This design comes from an exercise in tuning for small area and a short achievable clock period on the open sky130 flow, not from production work. Where RTL was checked, it was by simulation tests only, not by an equivalence proof against the original. The RTL of run 5 was laid out without a check of its function. Power is estimated from default activity; no workload was simulated.

==> design/flow/run.sh <==
#!/bin/bash
# synth_recipe.tcl (not shown) runs the flow's synth.tcl, then flattens the netlist and writes it again
# the make line also repeats each setting of config.mk as NAME=value (left out here)
make -C /OpenROAD-flow-scripts/flow DESIGN_CONFIG=/design/flow/config.mk WORK_HOME=/design/flow/orfs CLKGATE_MAP_FILE= SYNTH_SCRIPT=/design/flow/synth_recipe.tcl finish
==> design/flow/design.v <==
module movavg(
    input logic clk,
    input logic reset,
    input logic [63:0] din,
    output logic [63:0] dout
);
   logic [63:0] 	tap1, tap1_next;
   logic [63:0] 	tap2, tap2_next;
   logic [63:0] 	tap3, tap3_next;
   always_ff @(posedge clk) begin
      if (reset) begin
         tap1 <= 64'h0;
         tap2 <= 64'h0;
         tap3 <= 64'h0;
      end else begin
         tap1 <= tap1_next;
         tap2 <= tap2_next;
         tap3 <= tap3_next;
      end 
   end
   logic [63:0] doutreg;
   always_comb begin
      doutreg   = din + tap1 + tap2 + tap3;
      tap1_next = din;
      tap2_next = tap1;
      tap3_next = tap2;
   end
   assign dout = doutreg;
endmodule
==> design/flow/constraint.sdc <==
create_clock -name core_clock -period 7.5 [get_ports {clk}]
set_input_delay 1.5000 -clock core_clock [delete_from_list [all_inputs] [get_ports {clk}]]
set_output_delay 1.5000 -clock core_clock [all_outputs]
set_load 0.01 [all_outputs]
==> design/flow/config.mk <==
export PLATFORM = sky130hd
export DESIGN_NAME = movavg
export DESIGN_NICKNAME = movavg
export VERILOG_FILES = /design/flow/design.v
export SDC_FILE = /design/flow/constraint.sdc
export NUM_CORES = 4
export LEC_CHECK = 0
export CAP_MARGIN = 20
export CORE_MARGIN = 2
export CORE_UTILIZATION = 40
export SLEW_MARGIN = 20
==> flow_summary_export.csv, run 1 <==
group,metric,value,unit
timing,max_slew_margin,44.87,%
power_and_ir_drop,total_leakage_power,7.175,nW
placed_design,hpwl,21570,um
layout,fillCellCount,2952,
clock_network,cts_hold_buffers,0,
detailed_routing,drt-total-wl,26790,um
logic_synthesis,ys_async_sr_fraction,0,%
detailed_routing,drt_pass1_iterations,4,
critical_path,cpPeakStageDelay,0.55,ns
global_routing,grt_pass1_wl,45600,um
timing,finalCritPeriodShare,98.12,%
detailed_routing,drt_iter0_drc,438,
logic_synthesis,ys_ff_latch,192,
detailed_routing,via_count,9339,
worst_hold_path,hold_depth,2,
logic_synthesis,yosys_warnings,1,
die,dieWidth,179.8,um
critical_path,r2r_slack,6.90,ns
detailed_routing,via_per_inst,4.589,
timing,timing.fmax,0.1359,GHz
global_routing,grt_pass1_vias,9451,
critical_path,critical_path_class,"in2out",
run_status,status,"no timing/DRC/antenna violations",
detailed_routing,detail-route-antenna-nets,0,
placed_design,gp_congestion,0.8596,
critical_path,end_kind,"output pin",
critical_path,crit_cells,15,
critical_path,critPathBufInv,4,
layout,design_area,15330,um2
global_routing,grt.met1_usage,23.30,%
detailed_routing,wl_per_cell,13.16,um
global_routing,grtUsageTotal,17.24,%
logic_synthesis,syn_nets,1696,
die,dieArea,32340,um2
die,core-area,30510,um2
critical_path,r2r-end,"tap3[62]",
job,max-cap-violations,0,
clock_network,clock_path_buffers,2,
global_routing,grt-busiest-layer,"met2",
global_routing,overflow,0,
critical_path,crit_family,"adder cells",
die,num_rows,64,
timing,setup_viol,0,
critical_path,cp_slowest_cell,"clkdlybuf4s50_1",
logic_synthesis,ys.flop_type,"dfxtp_1",
clock_network,root_buffer,"clkbuf_16",
die,die_h,179.8,um
global_routing,met2_usage,27.98,%
global_routing,grt_antenna_before_repair,1,
timing,period_minus_slack,7.359,ns
critical_path,cp-endpoint,"dout[56]",
global_routing,grt_start_max_net_pins,106,
clock_network,clock_insertion_delay_worst_skew,0.45,ns
timing,finClkSkew,0.006229,ns
timing,slew_violations,0,
power_and_ir_drop,peakVddDrop,0.1563,mV
logic_synthesis,netlist_area,12370,um2
logic_synthesis,synthCells,1441,
logic_synthesis,ys_types,62,
global_routing,met3_usage,3.221,%
timing,hold_viol_final,0,
logic_synthesis,synth_edf_count,0,
critical_path,cp.arrival,5.86,ns
placed_design,port_buffers,129,
worst_hold_path,hold_path_class,"reg2reg",
clock_network,cts_tree,"yes",
timing,tightestPinTransition,0.8194,ns
critical_path,required,6.00,ns
die,ios,130,
critical_path,r2r-start,"tap2[62]",
layout,nets,1880,
critical_path,critPathMaxFanout,4,
critical_path,r2r_cells,1,
critical_path,cp-startpoint,"din[18]",
layout,area_growth,23.91,%
detailed_routing,drc_errors,0,
clock_network,htreeDepth,4,
power_and_ir_drop,p_total,0.003651,W
power_and_ir_drop,pwr_density_cell,238.2,nW/um2
die,start_util,40.54,%
logic_synthesis,ys_seq_area_share,31.08,%
timing,grt_setup_unrepaired,"yes",
clock_network,clkSinkCount,192,
critical_path,critPathLaunchType,"primary input",
clock_network,cts_buffers,17,
logic_synthesis,syn_area_per_cell,8.583,um2
critical_path,crit_chain,"clkdlybuf4s50_1 > inv_1 > fa_1 > fa_1 > inv_1 > ha_1 > and4_1 > nand2_1 > or3_1 > or3_4 > a21oi_2 > o21ai_2 > o31ai_4 > o311a_1 > clkdlybuf4s50_1",
clock_network,clk_pin_slew,0.08,ns
layout,final_layout_size_suffix_gt1_share,10.01,%
placed_design,dpl-instance-area,14570,um2
-- per-stage QoR --
stage | setup WS (ns) | std cells | hold slack, ns | util (%) | TNS (ns)
final | 0.1410 | 2035 | 0.4514 | 50.23 | 0
after global routing | -0.06526 | 2034 | 0.4731 | 50.23 | -0.1083
after CTS | 0.002677 | 2032 | 0.4512 | 49.93 | 0
after detailed placement | -0.2147 | 1999 | 0.4453 | 47.74 | -1.807
after global placement | -0.1908 | 1999 | 0.4370 | 47.74 | -1.472
after floorplan | 1.069 | 1441 | 0.4343 | - | 0
-- flip-flops by register name, indices dropped and copies added, names as in the netlist --
name  count
tap2     64
tap1     64
tap3     64
-- per-layer routing --
layer | routed length, um | up-vias
met4 | 467 | 0
met2 | 12420 | 146
met5 | 0 | -
met1 | 13040 | 4405
met3 | 855 | 25
li1 | - | 4763
-- cell usage in the layout, fill, tap and decap left out, types with 7 or more instances in the layout --
| cell | synthesis | final |
|---|---|---|
| a21o_1 | 20 | 20 |
| fa_1 | 126 | 126 |
| nand4_1 | 26 | 26 |
| xnor2_1 | 42 | 40 |
| inv_1 | 366 | 366 |
| clkdlybuf4s50_1 | 0 | 103 |
| o21ai_0 | 39 | 38 |
| xor2_1 | 21 | 21 |
| nand2_1 | 53 | 53 |
| nand3_1 | 11 | 11 |
| nor2_1 | 200 | 200 |
| dfxtp_1 | 192 | 192 |
| clkbuf_16 | 0 | 17 |
| nand2b_1 | 7 | 7 |
| dlymetal6s2s_1 | 0 | 15 |
| ha_1 | 63 | 61 |
| buf_4 | 0 | 83 |
| o21bai_1 | 14 | 14 |
| nor2b_1 | 24 | 24 |
| nor3_1 | 8 | 7 |
| dlygate4sd2_1 | 0 | 7 |
| a21oi_1 | 90 | 88 |
-- worst min-delay path by stage --
stage | from | to
finish | tap2[15] | tap3[15]
global route | tap2[15] | tap3[15]
CTS | tap2[15] | tap3[15]
detailed placement | tap2[11] | tap3[11]
global placement | tap2[55] | tap3[55]
floorplan | tap2[10] | tap3[10]
-- cells by family (layout without fill, tap and decap cells) --
family          count (synthesis)  in the layout  synth area share (%)
compound gates                233            233                 12.44
xor+xnor                       63             63                 4.461
fa+ha+maj                     189            189                 26.77
buf+inv                       414            611                 12.72
flops                         192            192                 31.08
other cells                     0              1                     0
simple gates                  350            350                 12.53
-- layout make-up --
| cell class | instances | area (um2) | share of cell area (%) |
|---|---|---|---|
| antenna | 1 | 2.502 | 0.01633 |
| tap | 396 | 495.5 | 3.233 |
| timing repair buffer | 213 | 1946 | 12.69 |
| clock inverter | 15 | 172.7 | 1.127 |
| inverter | 366 | 1374 | 8.964 |
| sequential | 192 | 3844 | 25.08 |
| clock buffer | 17 | 425.4 | 2.776 |
| multi-input combinational | 835 | 7067 | 46.11 |
-- Yosys cell counts, types with 3 or more instances --
master	n	area share, %
o31ai_1	5	0.30
nand2b_1	7	0.35
xor2_1	21	1.5
clkbuf_1	43	1.3
nor2_1	200	6.1
buf_2	3	0.12
o21a_1	6	0.36
xnor2_1	42	3.0
a31oi_1	6	0.30
and2_1	3	0.15
ha_1	63	6.4
nand3_1	11	0.45
o21ai_1	8	0.32
dfxtp_1	192	31
a21oi_2	5	0.35
o21bai_1	14	0.85
fa_1	126	20
a21o_1	20	1.2
o21ai_0	39	1.6
a21oi_1	90	3.6
o211ai_2	3	0.30
o21ai_2	3	0.21
nor4_1	3	0.15
nand4_1	26	1.3
nor2b_1	24	1.2
or3_1	3	0.15
a211oi_1	4	0.24
inv_1	366	11
or2_2	3	0.15
o211ai_1	4	0.24
nand2_1	53	1.6
nor3_1	8	0.32
o22ai_1	4	0.20
-- power breakdown --
part	internal [W]	switching [W]
sequential	0.00106	0.0000114
combinational	0.000779	0.000874
clock	0.000477	0.000451
-- timing repair --
action | CTS | global route
setup endpoints to repair | 23 | 25
setup buffers | 1 | 2
gates resized for setup | 22 | 29
cloned | 0 | 0
pin swaps | 7 | 12
==> inputs of run 2 (changes only) <==
==> design/flow/design.v (replaced) <==
module movavg(
    input logic clk,
    input logic reset,
    input logic [63:0] din,
    output logic [63:0] dout
);
   logic [63:0] s1, s2, s3;
   always_ff @(posedge clk) begin
      if (reset) begin
         s1 <= 64'h0;
         s2 <= 64'h0;
         s3 <= 64'h0;
      end else begin
         s1 <= din;
         s2 <= din + s1;
         s3 <= din + s2;
      end
   end
   assign dout = din + s3;
endmodule
==> design/flow/flow/run.sh (new file) <==
#!/bin/bash
set -euo pipefail
export BUFFER_PORTS_ARGS="-buffer_cell sky130_fd_sc_hd__buf_2"
bash standard.sh > standard_make.log 2>&1
==> design/flow/standard.sh (new file) <==
#!/bin/bash
# synth_recipe.tcl (not shown) runs the flow's synth.tcl, then flattens the netlist and writes it again
# the make line also repeats each setting of config.mk as NAME=value (left out here)
make -C /OpenROAD-flow-scripts/flow DESIGN_CONFIG=/design/flow/config.mk WORK_HOME=/design/flow/orfs CLKGATE_MAP_FILE= SYNTH_SCRIPT=/design/flow/synth_recipe.tcl "${@:-finish}"
--- a/design/flow/config.mk
+++ b/design/flow/config.mk
@@ -8,4 +8,5 @@
 export CAP_MARGIN = 20
 export CORE_MARGIN = 2
 export CORE_UTILIZATION = 40
+export SETUP_SLACK_MARGIN = 1.5
 export SLEW_MARGIN = 20
removed: design/flow/run.sh
==> run 2 against run 1 <==
Net effect:
- maximum frequency grew 25%
- critical path type unchanged
- flip-flop and latch count is the same
- highest routed layer unchanged
- register-to-register slack lost 3.1 ns
- total power grew 18%
- still clean
- first-iteration DRC count grew to 3.2 times the previous value
- global-route usage grew 5.4 points
- combinational power grew 34%
- critical endpoint is now dout[39]
==> flow_summary_export.csv, run 2 <==
group,metric,value,unit
die,core-area,39820,um2
power_and_ir_drop,total_leakage_power,8.101,nW
worst_hold_path,hold_path_class,"reg2reg",
global_routing,met2_usage,32.76,%
logic_synthesis,ys.flop_type,"dfxtp_1",
critical_path,crit_chain,"buf_2 > ha_1 > a211oi_1 > nor2_1 > a311oi_2 > o21a_1 > o21ai_0 > a31oi_1 > o21ai_0 > a21o_1 > a21oi_1 > xnor2_1 > buf_2",
placed_design,hpwl,39590,um
detailed_routing,drt-total-wl,48370,um
critical_path,critPathLaunchType,"primary input",
clock_network,cts_tree,"yes",
logic_synthesis,ys_async_sr_fraction,0,%
clock_network,cts_hold_buffers,0,
clock_network,cts_buffers,17,
global_routing,grt-busiest-layer,"met1",
logic_synthesis,ys_ff_latch,192,
global_routing,grt_start_max_net_pins,123,
run_status,status,"no timing/DRC/antenna violations",
clock_network,htreeDepth,4,
timing,setup_tns,0,ns
power_and_ir_drop,pwr_density_cell,241.4,nW/um2
logic_synthesis,netlist_area,16210,um2
clock_network,clkSinkCount,192,
global_routing,grt_antenna_before_repair,4,
timing,max_slew_margin,38.28,%
logic_synthesis,yosysMostFrequentCell,"a21oi_1",
die,num_rows,73,
global_routing,grt.met1_usage,34.03,%
layout,final_common_cell,"a21oi_1",
timing,finClkSkew,0.01372,ns
detailed_routing,drt_pass1_iterations,5,
critical_path,end_kind,"output pin",
placed_design,port_buffers,129,
timing,grt_setup_unrepaired,"yes",
critical_path,cp.arrival,4.39,ns
layout,fillCellCount,4072,
timing,slew_violations,0,
logic_synthesis,synth_common_cells,"235 x a21oi_1, 217 x nor2_1, 192 x dfxtp_1",
clock_network,clock_path_buffers,2,
logic_synthesis,synthTopCellsByArea,"dfxtp_1 24%, ha_1 15%, a21oi_1 7.3%, xnor2_1 5.6%, a21o_1 5.3%",
layout,final_layout_size_suffix_gt1_share,11.32,%
timing,timing.fmax,0.1697,GHz
timing,tightestPinTransition,0.9258,ns
detailed_routing,wl_per_cell,18.31,um
logic_synthesis,syn_nets,2312,
layout,multi_input_area,11920,um2
detailed_routing,via_count,14880,
critical_path,critPathBufInv,2,
layout,design_area,17810,um2
global_routing,grt_pass1_wl,74980,um
logic_synthesis,synth_top_area_share,23.72,%
global_routing,grt_pass1_vias,14030,
layout,final_cell_mix,"229 x a21oi_1, 217 x nor2_1, 192 x dfxtp_1",
layout,top_regs,"s1: 64 flops, s2: 64 flops, s3: 64 flops",
timing,setup_viol,0,
critical_path,cp_slowest_cell,"ha_1",
detailed_routing,via_per_inst,5.635,
critical_path,critical_path_class,"in2out",
die,start_util,40.70,%
job,max-cap-violations,0,
die,dieArea,42140,um2
layout,regArea,3844,um2
die,die_h,205.3,um
power_and_ir_drop,p_total,0.004300,W
logic_synthesis,ys_seq_area_share,23.72,%
die,ios,130,
layout,area_growth,9.890,%
timing,hold_viol_final,0,
timing,holdWs,0.5787,ns
logic_synthesis,syn_area_per_cell,7.890,um2
placed_design,gp_congestion,0.9190,
clock_network,root_buffer,"clkbuf_16",
power_and_ir_drop,peakVddDrop,0.1357,mV
logic_synthesis,synth_top_area_cell,"dfxtp_1",
placed_design,post-place-ws,1.380,ns
timing,finalCritPeriodShare,78.58,%
logic_synthesis,yosys_warnings,1,
logic_synthesis,synth_edf_count,0,
global_routing,met3_usage,3.643,%
global_routing,grtUsageTotal,22.68,%
logic_synthesis,ys_types,94,
critical_path,crit_family,"compound AO/OA/AOI/OAI gates",
detailed_routing,detail-route-antenna-nets,0,
detailed_routing,drc_errors,0,
global_routing,overflow,0,
critical_path,critPathMaxFanout,6,
die,dieWidth,205.3,um
logic_synthesis,synthCells,2054,
placed_design,dpl-instance-area,17080,um2
timing,setup_slack,1.607,ns
timing,period_minus_slack,5.893,ns
critical_path,required,6.00,ns
layout,nets,2358,
clock_network,clock_insertion_delay_worst_skew,0.47,ns
critical_path,cpPeakStageDelay,0.37,ns
clock_network,clk_pin_slew,0.07,ns
detailed_routing,drt_iter0_drc,1391,
## run 2: cell types whose count changed in the layout (fill, tap and decap cells not counted), sizes merged, moves of 61 or more
cell,before,now
clkdlybuf4s50,103,0
nand2,53,151
nor2b,25,86
a21o,20,115
o21ai,51,115
inv,374,43
ha,63,189
xnor2,42,103
fa,126,3
a21oi,95,237
## run 2: cells by family (layout without fill, tap and decap cells)
| family | Yosys count | in the layout | share of synthesized area [%] |
|---|---|---|---|
| AOI/OAI and AO/OA | 680 | 680 | 27.79 |
| and+or+nand+nor | 664 | 664 | 19.96 |
| adders and majority gates | 192 | 192 | 14.96 |
| DFF | 192 | 192 | 23.72 |
| xor gates and xnor gates | 175 | 175 | 9.457 |
| buffers and inverters | 143 | 201 | 3.582 |
| muxes | 8 | 8 | 0.5327 |
| other | 0 | 4 | 0 |
## run 2: final timing paths
check	start	end	slack [ns]	depth (start not counted)
worst max register to register	s1[0]	s2[60]	3.84	12
worst min register to register	s1[0]	s2[0]	0.58	2
worst max-delay path	din[8]	dout[39]	1.61	13
worst min-delay path	s1[0]	s2[0]	0.58	2
## run 2: through the flow
step	cells	utilization [%]
6_report	2641	44.72
5_1_grt	2641	44.72
4_1_cts	2634	44.38
3_5_place_dp	2603	42.89
3_3_place_gp	2603	42.89
2_1_floorplan	2054	-
## run 2: cell type report
cell class                      count  share of cell area, %
Clock buffer                       18                  2.466
Tap cell                          525                  3.688
Antenna cell                        4                0.05620
Sequential cell                   192                  21.58
Timing Repair Buffer              133                  3.829
Multi-Input combinational cell   1719                  66.91
Clock inverter                     13                 0.6885
Inverter                           37                 0.7798
## run 2: routing by layer
| layer | vias up | share of wire [%] |
|---|---|---|
| met5 | - | 0 |
| met4 | 0 | 2.1 |
| met3 | 55 | 5.4 |
| met2 | 443 | 41 |
| met1 | 6852 | 52 |
| li1 | 7533 | - |
## run 2: worst register-to-register path, cell delays in order, from the launching register on
cell      delay [ns]
dfxtp_1         0.30
ha_1            0.20
fa_1            0.45
a211oi_1        0.37
o21bai_1        0.18
a211o_1         0.44
nor4b_1         0.25
nor3_1          0.18
a21boi_1        0.30
o21ai_1         0.23
a311oi_1        0.35
xor2_1          0.20
nor2_1          0.06
## run 2: power by group
group | switching [W] | internal, W | total, W
Sequential | 0.0000427 | 0.00115 | 0.00120
Combinational | 0.00134 | 0.000869 | 0.00221
Clock | 0.000448 | 0.000443 | 0.000891
Total | 0.00183 | 0.00247 | 0.00430
## run 2: repair_timing
action | CTS | global route
endpoints found under the setup margin | 6 | 14
pin swaps | 0 | 7
gates resized for setup | 4 | 26
buffers inserted | 0 | 3
==> inputs of run 3 (changes only) <==
--- a/design/flow/config.mk
+++ b/design/flow/config.mk
@@ -8,5 +8,4 @@
 export CAP_MARGIN = 20
 export CORE_MARGIN = 2
 export CORE_UTILIZATION = 40
-export SETUP_SLACK_MARGIN = 1.5
 export SLEW_MARGIN = 20
==> run 3 against run 2 <==
Net effect:
- first-iteration DRC count grew 0.58%
- clock power about the same
- cell area shrank 0.88%
- non-clock buffer count fell by 3
- setup slack got worse by 0.26 ns
- combinational power decreased by 2%
- largest power group unchanged
- highest routed layer unchanged
==> flow_summary_export.csv, run 3 <==
group,metric,value,unit
logic_synthesis,ys_types,94,
logic_synthesis,synth-simple-area-share,19.96,%
logic_synthesis,synth_mux_area_share,0.5327,%
critical_path,cp_slowest_cell,"a2111o_1",
global_routing,grt_start_max_net_pins,123,
detailed_routing,detail-route-antenna-nets,0,
logic_synthesis,syn_nets,2312,
logic_synthesis,yosysMostFrequentCell,"a21oi_1",
critical_path,r2r_cells,12,
layout,fillCellCount,4090,
worst_hold_path,min_to,"s2[0]",
logic_synthesis,yosys_warnings,1,
timing,setup_viol,0,
timing,period_minus_slack,6.151,ns
detailed_routing,via_count,14840,
worst_hold_path,hold_depth,2,
detailed_routing,drt_pass1_iterations,6,
clock_network,clk_pin_slew,0.07,ns
timing,tightestPinTransition,0.9352,ns
critical_path,r2r-end,"s2[60]",
timing,finClkSkew,0.01333,ns
clock_network,clkSinkCount,192,
timing,slew_violations,0,
critical_path,cpPeakStageDelay,0.46,ns
placed_design,port_buffers,129,
critical_path,r2r_slack,3.85,ns
clock_network,clock_insertion_delay_worst_skew,0.48,ns
timing,finalCritPeriodShare,82.01,%
logic_synthesis,synth_common_cells,"235 x a21oi_1, 217 x nor2_1, 192 x dfxtp_1",
logic_synthesis,ys_seq_area_share,23.72,%
global_routing,grt_pass1_wl,74920,um
detailed_routing,wl_per_cell,18.28,um
die,die_h,205.3,um
power_and_ir_drop,pwr_density_cell,241.2,nW/um2
detailed_routing,drc_errors,0,
die,ios,130,
critical_path,crit_chain,"buf_2 > ha_1 > fa_1 > a21o_1 > a31oi_1 > o21bai_2 > a2111o_1 > a31oi_2 > o211ai_1 > a21oi_1 > o21ai_1 > xnor2_1 > buf_2",
timing,hold_viol_final,0,
logic_synthesis,synth_top_area_cell,"dfxtp_1",
logic_synthesis,synth_compound_area_share,27.79,%
logic_synthesis,netlist_area,16210,um2
placed_design,gp_congestion,0.9190,
global_routing,grtUsageTotal,22.67,%
logic_synthesis,synth_top_family_by_area,"compound AO/OA/AOI/OAI gates",
detailed_routing,drt-total-wl,48230,um
timing,max_slew_margin,37.66,%
power_and_ir_drop,p_total,0.004258,W
job,max-cap-violations,0,
detailed_routing,via_per_inst,5.625,
worst_hold_path,min-delay-start,"s1[0]",
layout,final_cell_mix,"235 x a21oi_1, 217 x nor2_1, 192 x dfxtp_1",
layout,area_growth,8.925,%
clock_network,root_buffer,"clkbuf_16",
global_routing,grt_antenna_before_repair,4,
critical_path,critPathMaxFanout,4,
placed_design,hpwl,39590,um
detailed_routing,drt_iter0_drc,1399,
logic_synthesis,synth-adder-area-share,14.96,%
global_routing,overflow,0,
clock_network,cts_hold_buffers,0,
die,dieArea,42140,um2
timing,setup_tns,0,ns
logic_synthesis,synthCells,2054,
die,num_rows,73,
logic_synthesis,ys.flop_type,"dfxtp_1",
power_and_ir_drop,total_leakage_power,8.062,nW
clock_network,htreeDepth,4,
worst_hold_path,hold_path_class,"reg2reg",
critical_path,end_kind,"output pin",
logic_synthesis,ys_async_sr_fraction,0,%
die,dieWidth,205.3,um
global_routing,grt_pass1_vias,14040,
clock_network,clock_path_buffers,2,
critical_path,worst_path_most_repeated_cell,"buf_2",
layout,nets,2355,
placed_design,post-place-ws,1.380,ns
clock_network,cts_buffers,17,
critical_path,cp.arrival,4.65,ns
logic_synthesis,synth_edf_count,0,
layout,top_regs,"s1: 64 flops, s2: 64 flops, s3: 64 flops",
clock_network,cts_tree,"yes",
logic_synthesis,synth_top_area_share,23.72,%
die,core-area,39820,um2
logic_synthesis,syn_area_per_cell,7.890,um2
critical_path,critical_path_class,"in2out",
logic_synthesis,synthTopCellsByArea,"dfxtp_1 24%, ha_1 15%, a21oi_1 7.3%, xnor2_1 5.6%, a21o_1 5.3%",
power_and_ir_drop,peakVddDrop,0.1366,mV
run_status,status,"no timing/DRC/antenna violations",
timing,setup_slack,1.349,ns
timing,grt_setup_unrepaired,"no",
timing,timing.fmax,0.1626,GHz
critical_path,r2r-start,"s1[0]",
critical_path,required,6.00,ns
layout,final_common_cell,"a21oi_1",
logic_synthesis,ys_ff_latch,192,
clock_network,cts-resized-gates,0,
die,start_util,40.70,%
clock_network,cts_setup_buffers,0,
layout,final_layout_size_suffix_gt1_share,10.24,%
timing,holdWs,0.5778,ns
critical_path,critPathLaunchType,"primary input",
logic_synthesis,synthXorXnorAreaFrac,9.457,%
[run 3: metal layers]
layer	part of all wire, %	track usage [%]	vias up
met5	0	0	-
met3	5.4	3.643	64
met2	41	32.76	417
met1	52	33.99	6844
li1	-	-	7514
met4	2.3	7.117	0
[run 3: worst max-delay path, delay by kind of cell]
kind | cells | cell delay (ns)
AOI/OAI and AO/OA | 8 | 2.07
xor gates and xnor gates | 1 | 0.15
adders and majority gates | 2 | 0.65
buffers and inverters | 2 | 0.28
[run 3: cells by family (layout without fill, tap and decap cells)]
logic type	Yosys count	in the layout
buf+inv	143	198
fa+ha+maj	192	192
other cells	0	4
simple gates	664	664
compound gates	680	680
mux	8	8
xor+xnor	175	175
flops	192	192
[run 3: power by group]
part | internal [W] | leakage [nW] | total, W | switching [W]
logic | 0.000845 | 6.19 | 0.00217 | 0.00132
clock network | 0.000443 | 0.267 | 0.000893 | 0.000450
registers | 0.00115 | 1.60 | 0.00120 | 0.0000426
total | 0.00244 | 8.06 | 0.00426 | 0.00182
[run 3: layout make-up]
class / count / area, um2 / share of cell area (%)
multi-input combinational: 1719 / 11780 / 66.74
sequential: 192 / 3844 / 21.77
timing repair buffer: 130 / 659.4 / 3.735
tap: 525 / 656.9 / 3.721
clock buffer: 18 / 439.2 / 2.488
inverter: 37 / 138.9 / 0.7867
clock inverter: 13 / 122.6 / 0.6946
antenna: 4 / 10.01 / 0.05670
[run 3: metrics by stage]
step | instance area (um2) | cells | utilization, %
4_1_cts | 17640 | 2634 | 44.30
5_1_grt | 17650 | 2638 | 44.33
6_report | 17650 | 2638 | 44.33
3_3_place_gp | 17080 | 2603 | 42.89
3_5_place_dp | 17080 | 2603 | 42.89
2_1_floorplan | 16210 | 2054 | -
[run 3: worst max path at each step]
stage	cells past startpoint	slack (ns)	to	from
2_1_floorplan	11	2.10	dout[58]	din[0]
4_1_cts	13	1.36	dout[58]	din[0]
5_1_grt	13	1.14	dout[49]	din[14]
3_3_place_gp	14	1.47	dout[56]	din[0]
3_5_place_dp	13	1.38	dout[58]	din[0]
6_report	13	1.35	dout[58]	din[0]
==> inputs of run 4 (changes only) <==
==> design/flow/run.sh (new file) <==
#!/bin/bash
# synth_recipe.tcl (not shown) runs the flow's synth.tcl, then flattens the netlist and writes it again
# the make line also repeats each setting of config.mk as NAME=value (left out here)
make -C /OpenROAD-flow-scripts/flow DESIGN_CONFIG=/design/flow/config.mk WORK_HOME=/design/flow/orfs CLKGATE_MAP_FILE= SYNTH_SCRIPT=/design/flow/synth_recipe.tcl finish
removed: design/flow/flow/run.sh
removed: design/flow/standard.sh
==> run 4 against run 3 <==
Net effect:
- synthesized cell count unchanged
- sequential power about the same
- critical path depth is 1 lower
- clock power is 4.1% higher
- flip-flop and latch count unchanged
- critical endpoint is now dout[41]
- synthesized area did not move
- via count up 0.89%
- clock-buffer cell count unchanged
- still clean
- highest routed layer unchanged
- routed wire length rose by 2.4%
==> flow_summary_export.csv, run 4 <==
group,metric,value,unit
run_status,status,"no timing/DRC/antenna violations",
critical_path,r2r-start,"s1[0]",
clock_network,clk_pin_slew,0.07,ns
logic_synthesis,synth_mux_area_share,0.5327,%
detailed_routing,drt_pass1_iterations,5,
timing,finClkSkew,0.01451,ns
logic_synthesis,synth-simple-area-share,19.96,%
logic_synthesis,ys_async_sr_fraction,0,%
critical_path,critical_path_class,"in2out",
logic_synthesis,netlist_area,16210,um2
layout,utilization,46.01,%
critical_path,cpPeakStageDelay,0.62,ns
critical_path,crit_chain,"clkdlybuf4s50_1 > ha_1 > nand4_1 > nor3_1 > o2111ai_1 > nand4_1 > a31oi_1 > o21ba_2 > o31ai_1 > a31oi_1 > xnor2_1 > clkdlybuf4s50_1",
die,die_h,205.3,um
logic_synthesis,syn_area_per_cell,7.890,um2
layout,design_area,18320,um2
timing,grt_setup_unrepaired,"no",
timing,slew_violations,0,
global_routing,grt_pass1_vias,14220,
layout,final_layout_size_suffix_gt1_share,4.263,%
timing,setup_tns,0,ns
layout,n_antenna_cell,0,
clock_network,cts-resized-gates,0,
critical_path,cp.arrival,5.55,ns
critical_path,critPathMaxFanout,9,
power_and_ir_drop,p_switching,0.001839,W
logic_synthesis,synth_top_family_by_area,"compound AO/OA/AOI/OAI gates",
layout,final_cell_mix,"235 x a21oi_1, 217 x nor2_1, 192 x dfxtp_1",
clock_network,cts_buffers,17,
detailed_routing,via_per_inst,5.679,
clock_network,cts_setup_buffers,0,
global_routing,grt_antenna_before_repair,0,
global_routing,grt_start_max_net_pins,123,
timing,period_minus_slack,7.048,ns
global_routing,grt_pass1_wl,76820,um
timing,setup_viol,0,
critical_path,end_kind,"output pin",
placed_design,gp_congestion,0.9054,
die,start_util,40.70,%
timing,tightestPinTransition,0.9546,ns
die,core-area,39820,um2
timing,timing.fmax,0.1419,GHz
die,num_rows,73,
global_routing,grtUsageTotal,23.28,%
power_and_ir_drop,share_comb_of_total_power,52.8,%
critical_path,required,6.00,ns
clock_network,clkSinkCount,192,
logic_synthesis,yosysMostFrequentCell,"a21oi_1",
power_and_ir_drop,internal-power,0.002662,W
detailed_routing,via_count,14970,
placed_design,port_buffers,129,
logic_synthesis,ys.flop_type,"dfxtp_1",
job,max-cap-violations,0,
logic_synthesis,synthCells,2054,
layout,nets,2357,
logic_synthesis,ys_seq_area_share,23.72,%
timing,hold_viol_final,0,
clock_network,cts_hold_buffers,0,
critical_path,cp_slowest_cell,"clkdlybuf4s50_1",
layout,final_common_cell,"a21oi_1",
placed_design,dpl-instance-area,17740,um2
die,dieArea,42140,um2
critical_path,r2r_slack,3.83,ns
global_routing,overflow,0,
power_and_ir_drop,pwr-share-seq,26.6,%
logic_synthesis,synth_edf_count,0,
worst_hold_path,hold_path_class,"reg2reg",
logic_synthesis,synth_common_cells,"235 x a21oi_1, 217 x nor2_1, 192 x dfxtp_1",
power_and_ir_drop,netSwitchingFraction,40.85,%
logic_synthesis,synth_top_area_cell,"dfxtp_1",
clock_network,clock_insertion_delay_worst_skew,0.47,ns
layout,area_growth,13.06,%
logic_synthesis,synth_compound_area_share,27.79,%
worst_hold_path,min-delay-start,"s2[0]",
logic_synthesis,synth_top_area_share,23.72,%
logic_synthesis,syn_nets,2312,
power_and_ir_drop,power_frac_clock,20.7,%
detailed_routing,drt-total-wl,49380,um
timing,finalCritPeriodShare,93.97,%
clock_network,cts_tree,"yes",
detailed_routing,detail-route-antenna-nets,0,
logic_synthesis,synthXorXnorAreaFrac,9.457,%
power_and_ir_drop,pwr_density_cell,245.7,nW/um2
critical_path,cp-startpoint,"din[14]",
critical_path,critPathLaunchType,"primary input",
power_and_ir_drop,peakVddDrop,0.1359,mV
clock_network,clock_path_buffers,2,
timing,max_slew_margin,36.36,%
die,ios,130,
detailed_routing,drc_errors,0,
placed_design,hpwl,40530,um
logic_synthesis,ys_ff_latch,192,
logic_synthesis,yosys_warnings,1,
logic_synthesis,ys_types,94,
detailed_routing,wl_per_cell,18.73,um
die,dieWidth,205.3,um
power_and_ir_drop,total_leakage_power,8.087,nW
layout,top_regs,"s1: 64 flops, s2: 64 flops, s3: 64 flops",
clock_network,root_buffer,"clkbuf_16",
clock_network,htreeDepth,4,
logic_synthesis,synthTopCellsByArea,"dfxtp_1 24%, ha_1 15%, a21oi_1 7.3%, xnor2_1 5.6%, a21o_1 5.3%",
detailed_routing,drt_iter0_drc,1266,
logic_synthesis,synth-adder-area-share,14.96,%
run 4: cell counts after synthesis:
No cell type changed its count.
run 4: worst paths after layout:
check        endpoint  cells after the start
max          dout[41]                     12
min             s3[0]                      2
max reg2reg    s2[60]                     12
min reg2reg     s3[0]                      2
run 4: critical path, delay by kind of cell:
kind | cells | cell delay [ns]
AOI/OAI and AO/OA | 5 | 1.48
adders and majority gates | 1 | 0.55
and+or+nand+nor | 3 | 0.64
buffers and inverters | 2 | 1.15
xor gates and xnor gates | 1 | 0.22
run 4: cell families (layout without fill, tap and decap cells):
family / Yosys count / after routing
compound gates: 680 / 680
xor+xnor: 175 / 175
fa+ha+maj: 192 / 192
buf+inv: 143 / 200
flops: 192 / 192
mux: 8 / 8
simple gates: 664 / 664
run 4: metrics by stage:
step | power (W) | hold WS [ns] | worst slack [ns] | instances
after floorplan | 0.002723 | 0.5241 | 2.102 | 2054
after global placement | 0.003562 | 0.5572 | 0.4987 | 2605
after detailed placement | 0.003564 | 0.5604 | 0.5320 | 2605
after CTS | 0.004512 | 0.5792 | 0.5072 | 2636
after global routing | 0.004781 | 0.6098 | 0.2266 | 2636
final | 0.004501 | 0.5748 | 0.4522 | 2636
run 4: final cells by class:
class | count | area, um2
Inverter | 37 | 138.9
Clock inverter | 13 | 146.4
Sequential cell | 192 | 3844
Tap cell | 525 | 656.9
Fill cell | 4028 | 21500
Timing Repair Buffer | 132 | 1315
Multi-Input combinational cell | 1719 | 11780
Clock buffer | 18 | 439.2
run 4: power groups by stage:
stage	registers (W)	clock network (W)	logic [W]
floorplan	0.00120	0	0.00152
global placement	0.00122	0	0.00234
detailed placement	0.00122	0	0.00234
CTS	0.00120	0.000959	0.00236
global route	0.00121	0.000990	0.00258
finish	0.00120	0.000930	0.00238
run 4: layer usage:
metal	track usage [%]	part of all wire, %	routed length [um]
met4	6.449	1.9	925
met2	34.33	41	20360
met3	2.439	5.0	2493
met5	0	0	0
met1	35.45	52	25600
==> inputs of run 5 (changes only) <==
==> design/flow/design.v (replaced) <==
module movavg(
    input logic clk,
    input logic reset,
    input logic [63:0] din,
    output logic [63:0] dout
);
   logic [63:0] t1, t2, r, r_next;
   logic [63:0] cs_s, cs_c;
   assign dout = din + r;
   assign r_next = din + t1 + t2;
   always_ff @(posedge clk) begin
      if (reset) begin
         t1 <= 64'h0;
         t2 <= 64'h0;
         r  <= 64'h0;
      end else begin
         t1 <= din;
         t2 <= t1;
         r  <= r_next;
      end
   end
endmodule
==> design/flow/flow/run.sh (new file) <==
#!/bin/bash
set -euo pipefail
export BUFFER_PORTS_ARGS="-buffer_cell sky130_fd_sc_hd__buf_2"
bash standard.sh > standard_make.log 2>&1
==> design/flow/standard.sh (new file) <==
#!/bin/bash
# synth_recipe.tcl (not shown) runs the flow's synth.tcl, then flattens the netlist and writes it again
# the make line also repeats each setting of config.mk as NAME=value (left out here)
make -C /OpenROAD-flow-scripts/flow DESIGN_CONFIG=/design/flow/config.mk WORK_HOME=/design/flow/orfs CLKGATE_MAP_FILE= SYNTH_SCRIPT=/design/flow/synth_recipe.tcl "${@:-finish}"
--- a/design/flow/config.mk
+++ b/design/flow/config.mk
@@ -8,4 +8,5 @@
 export CAP_MARGIN = 20
 export CORE_MARGIN = 2
 export CORE_UTILIZATION = 40
+export SETUP_SLACK_MARGIN = 1.5
 export SLEW_MARGIN = 20
removed: design/flow/run.sh
==> run 5 against run 4 <==
Net effect:
- utilization down 0.54 points
- combinational power shrank 19%
- die area is 12% lower
- largest cell class unchanged
- routed wire length fell by 22%
==> flow_summary_export.csv, run 5 <==
group,metric,value,unit
die,num_rows,68,
timing,slew_violations,0,
power_and_ir_drop,p_total,0.004060,W
logic_synthesis,syn_area_per_cell,8.718,um2
detailed_routing,drt-total-wl,38390,um
worst_hold_path,hold_path_class,"reg2reg",
logic_synthesis,synth_top_area_cell,"dfxtp_1",
power_and_ir_drop,peakVddDrop,0.1695,mV
critical_path,required,6.00,ns
global_routing,grt.met1_usage,29.34,%
global_routing,met2_usage,33.44,%
placed_design,port_buffers,129,
layout,design_area,15780,um2
clock_network,clock_insertion_delay_worst_skew,0.46,ns
run_status,status,"no timing/DRC/antenna violations",
critical_path,cp.arrival,4.37,ns
critical_path,critPathLaunchType,"primary input",
layout,final_common_cell,"dfxtp_1",
logic_synthesis,ys_seq_area_share,27.16,%
logic_synthesis,synthTopCellsByArea,"dfxtp_1 27%, ha_1 11%, fa_1 9.2%, nor2b_1 6.2%, a21oi_1 4.8%",
die,die_h,192.1,um
global_routing,grt_start_max_net_pins,80,
detailed_routing,drt_pass1_iterations,5,
layout,area_growth,11.55,%
detailed_routing,via_count,11880,
logic_synthesis,yosysMostFrequentCell,"dfxtp_1",
clock_network,cts_hold_buffers,0,
logic_synthesis,syn_nets,1879,
layout,fillCellCount,3443,
timing,max_slew_margin,44.32,%
global_routing,grt_pass1_vias,11690,
timing,period_minus_slack,5.875,ns
placed_design,gp_congestion,0.8950,
layout,utilization,45.47,%
clock_network,clock_path_buffers,2,
detailed_routing,via_per_inst,5.472,
die,core-area,34710,um2
detailed_routing,wl_per_cell,17.69,um
placed_design,dpl-instance-area,15050,um2
timing,setup_tns,0,ns
timing,finalCritPeriodShare,78.33,%
logic_synthesis,ys_types,84,
die,ios,130,
logic_synthesis,synth_edf_count,0,
timing,setup_viol,0,
timing,grt_setup_unrepaired,"yes",
timing,tightestPinTransition,0.8352,ns
layout,final_cell_mix,"192 x dfxtp_1, 141 x nor2b_1, 134 x a21oi_1, 134 x nor2_1, 128 x buf_2",
logic_synthesis,ys_ff_latch,192,
die,start_util,40.76,%
global_routing,grt-busiest-layer,"met2",
layout,n_antenna_cell,0,
detailed_routing,detail-route-antenna-nets,0,
clock_network,clkSinkCount,192,
critical_path,critical_path_class,"in2out",
logic_synthesis,synthCells,1623,
clock_network,root_buffer,"clkbuf_16",
placed_design,place_inst,2134,
power_and_ir_drop,pwr_density_cell,257.2,nW/um2
layout,multi_input_area,9901,um2
logic_synthesis,netlist_area,14150,um2
global_routing,met3_usage,2.905,%
critical_path,end_kind,"output pin",
clock_network,clk_pin_slew,0.07,ns
placed_design,hpwl,31040,um
global_routing,grtUsageTotal,21.20,%
logic_synthesis,synth_common_cells,"192 x dfxtp_1, 141 x nor2b_1, 136 x a21oi_1, 136 x nor2_1, 125 x ha_1",
logic_synthesis,ys_async_sr_fraction,0,%
logic_synthesis,yosys_warnings,1,
timing,hold_viol_final,0,
layout,fin_cells,2170,
global_routing,overflow,0,
clock_network,cts_tree,"yes",
layout,final_layout_size_suffix_gt1_share,13.59,%
layout,nets,1958,
die,dieWidth,192.1,um
logic_synthesis,synth_top_area_share,27.16,%
global_routing,grt_antenna_before_repair,0,
power_and_ir_drop,total_leakage_power,7.136,nW
job,max-cap-violations,0,
layout,top_regs,"r: 64 flops, t1: 64 flops, t2: 64 flops",
logic_synthesis,ys.flop_type,"dfxtp_1",
timing,finClkSkew,0.01075,ns
clock_network,cts_buffers,17,
detailed_routing,drt_iter0_drc,737,
timing,timing.fmax,0.1702,GHz
global_routing,grt_pass1_wl,61170,um
clock_network,htreeDepth,4,
die,dieArea,36890,um2
critical_path,critPathMaxFanout,4,
layout,regArea,3844,um2
detailed_routing,drc_errors,0,
run 5: changes by cell type in the layout (fill, tap and decap cells not counted), sizes merged, moves of 18 or more:
| cell | previous run | this run |
|---|---|---|
| xnor2 | 103 | 55 |
| nand2 | 151 | 106 |
| a21oi | 237 | 140 |
| a21o | 115 | 85 |
| xor2 | 72 | 49 |
| fa | 3 | 65 |
| o21bai | 46 | 28 |
| clkdlybuf4s50 | 128 | 0 |
| nor2b | 86 | 141 |
| buf | 4 | 136 |
| o21ai | 115 | 79 |
| ha | 189 | 125 |
| nor2 | 219 | 136 |
run 5: critical path, cell delays in order:
cell,delay [ns]
buf_2,0.11
ha_2,0.21
fa_2,0.42
a211oi_2,0.25
nor2_2,0.09
o211ai_1,0.26
o21a_1,0.23
o22ai_1,0.14
or3_1,0.38
a31oi_2,0.24
o21ai_0,0.14
xor2_1,0.23
buf_2,0.18
run 5: layout make-up:
class	count	share of cell area, %
multi-input cells	1315	62.73
flip-flops and latches	192	24.35
repair buffers	136	4.463
well taps	455	3.607
clock buffers	19	2.806
clock inverters	13	1.094
inverters	40	0.9512
run 5: power breakdown:
group / switching, W / total, W / internal, W
Combinational: 0.00117 / 0.00192 / 0.000752
Sequential: 0.0000421 / 0.00116 / 0.00112
Clock: 0.000435 / 0.000977 / 0.000542
Total: 0.00164 / 0.00406 / 0.00242
run 5: worst paths after layout:
| path | startpoint | endpoint | slack (ns) | cells after the start |
|---|---|---|---|---|
| min reg2reg | t1[0] | t2[0] | 0.47 | 2 |
| max reg2reg | t1[1] | r[59] | 3.57 | 12 |
| min | t1[0] | t2[0] | 0.47 | 2 |
| max | din[0] | dout[36] | 1.63 | 13 |
run 5: cells by family after synthesis:
logic type	count (synthesis)	share of synthesized area, %
buffers and inverters	116	3.475
xor gates and xnor gates	104	6.437
AOI/OAI and AO/OA	456	21.46
muxes	8	0.6809
and+or+nand+nor	557	20.53
DFF	192	27.16
adders and majority gates	190	20.25
run 5: per-layer routing:
layer / vias to the layer above / wire length (um)
met2: 305 / 16950
met5: - / 0
met3: 55 / 1901
li1: 5913 / -
met1: 5602 / 18360
met4: 0 / 1182
run 5: per-stage QoR:
step	hold slack [ns]	setup WS [ns]
2_1_floorplan	0.4476	2.082
3_3_place_gp	0.4506	1.312
3_5_place_dp	0.4713	1.234
4_1_cts	0.4812	1.482
5_1_grt	0.4997	1.471
6_report	0.4715	1.625
run 5: timing repair:
action                     CTS  global route
setup buffers                2             2
setup endpoints to repair    7            14
pin swaps                    2             5
resized for setup            5            19

## afterwards: timing with drivers on the ports
The flow's constraints put no driver on any port. The routed layouts listed below were extracted and timed again, unchanged, in two steps.
Step 1 assumes that a clkbuf_16 drives the clock port and a buf_2 every other input.
Step 2 moves the port delays by t, midway between the first and last clock arrival at a register: inputs arrive t later, outputs are due t later. That takes back most of the time a late clock gives input paths.
Three values: no drivers, after step 1, after step 2; two values: the first two.
run	t (ns)	slack for setup (ns)	worst hold slack (ns)	latest minus earliest clock arrival (ns)
run 1	0.499	0.141 / 0.118 / 0.118	0.451 / 0.451 / 0.451	0.011 / 0.010
run 2	0.522	1.607 / 1.587 / 1.587	0.579 / 0.579 / 0.579	0.016 / 0.017
run 3	0.526	1.349 / 1.329 / 1.329	0.578 / 0.578 / 0.578	0.014 / 0.013
run 4	0.511	0.452 / 0.432 / 0.432	0.575 / 0.575 / 0.575	0.016 / 0.016
run 5	0.502	1.625 / 1.604 / 1.604	0.472 / 0.472 / 0.472	0.011 / 0.010
After both steps every run listed still meets setup and hold. The setup slack of run 1, which loses most, moves by -0.023 ns with the drivers and by -0.023 ns with both steps.
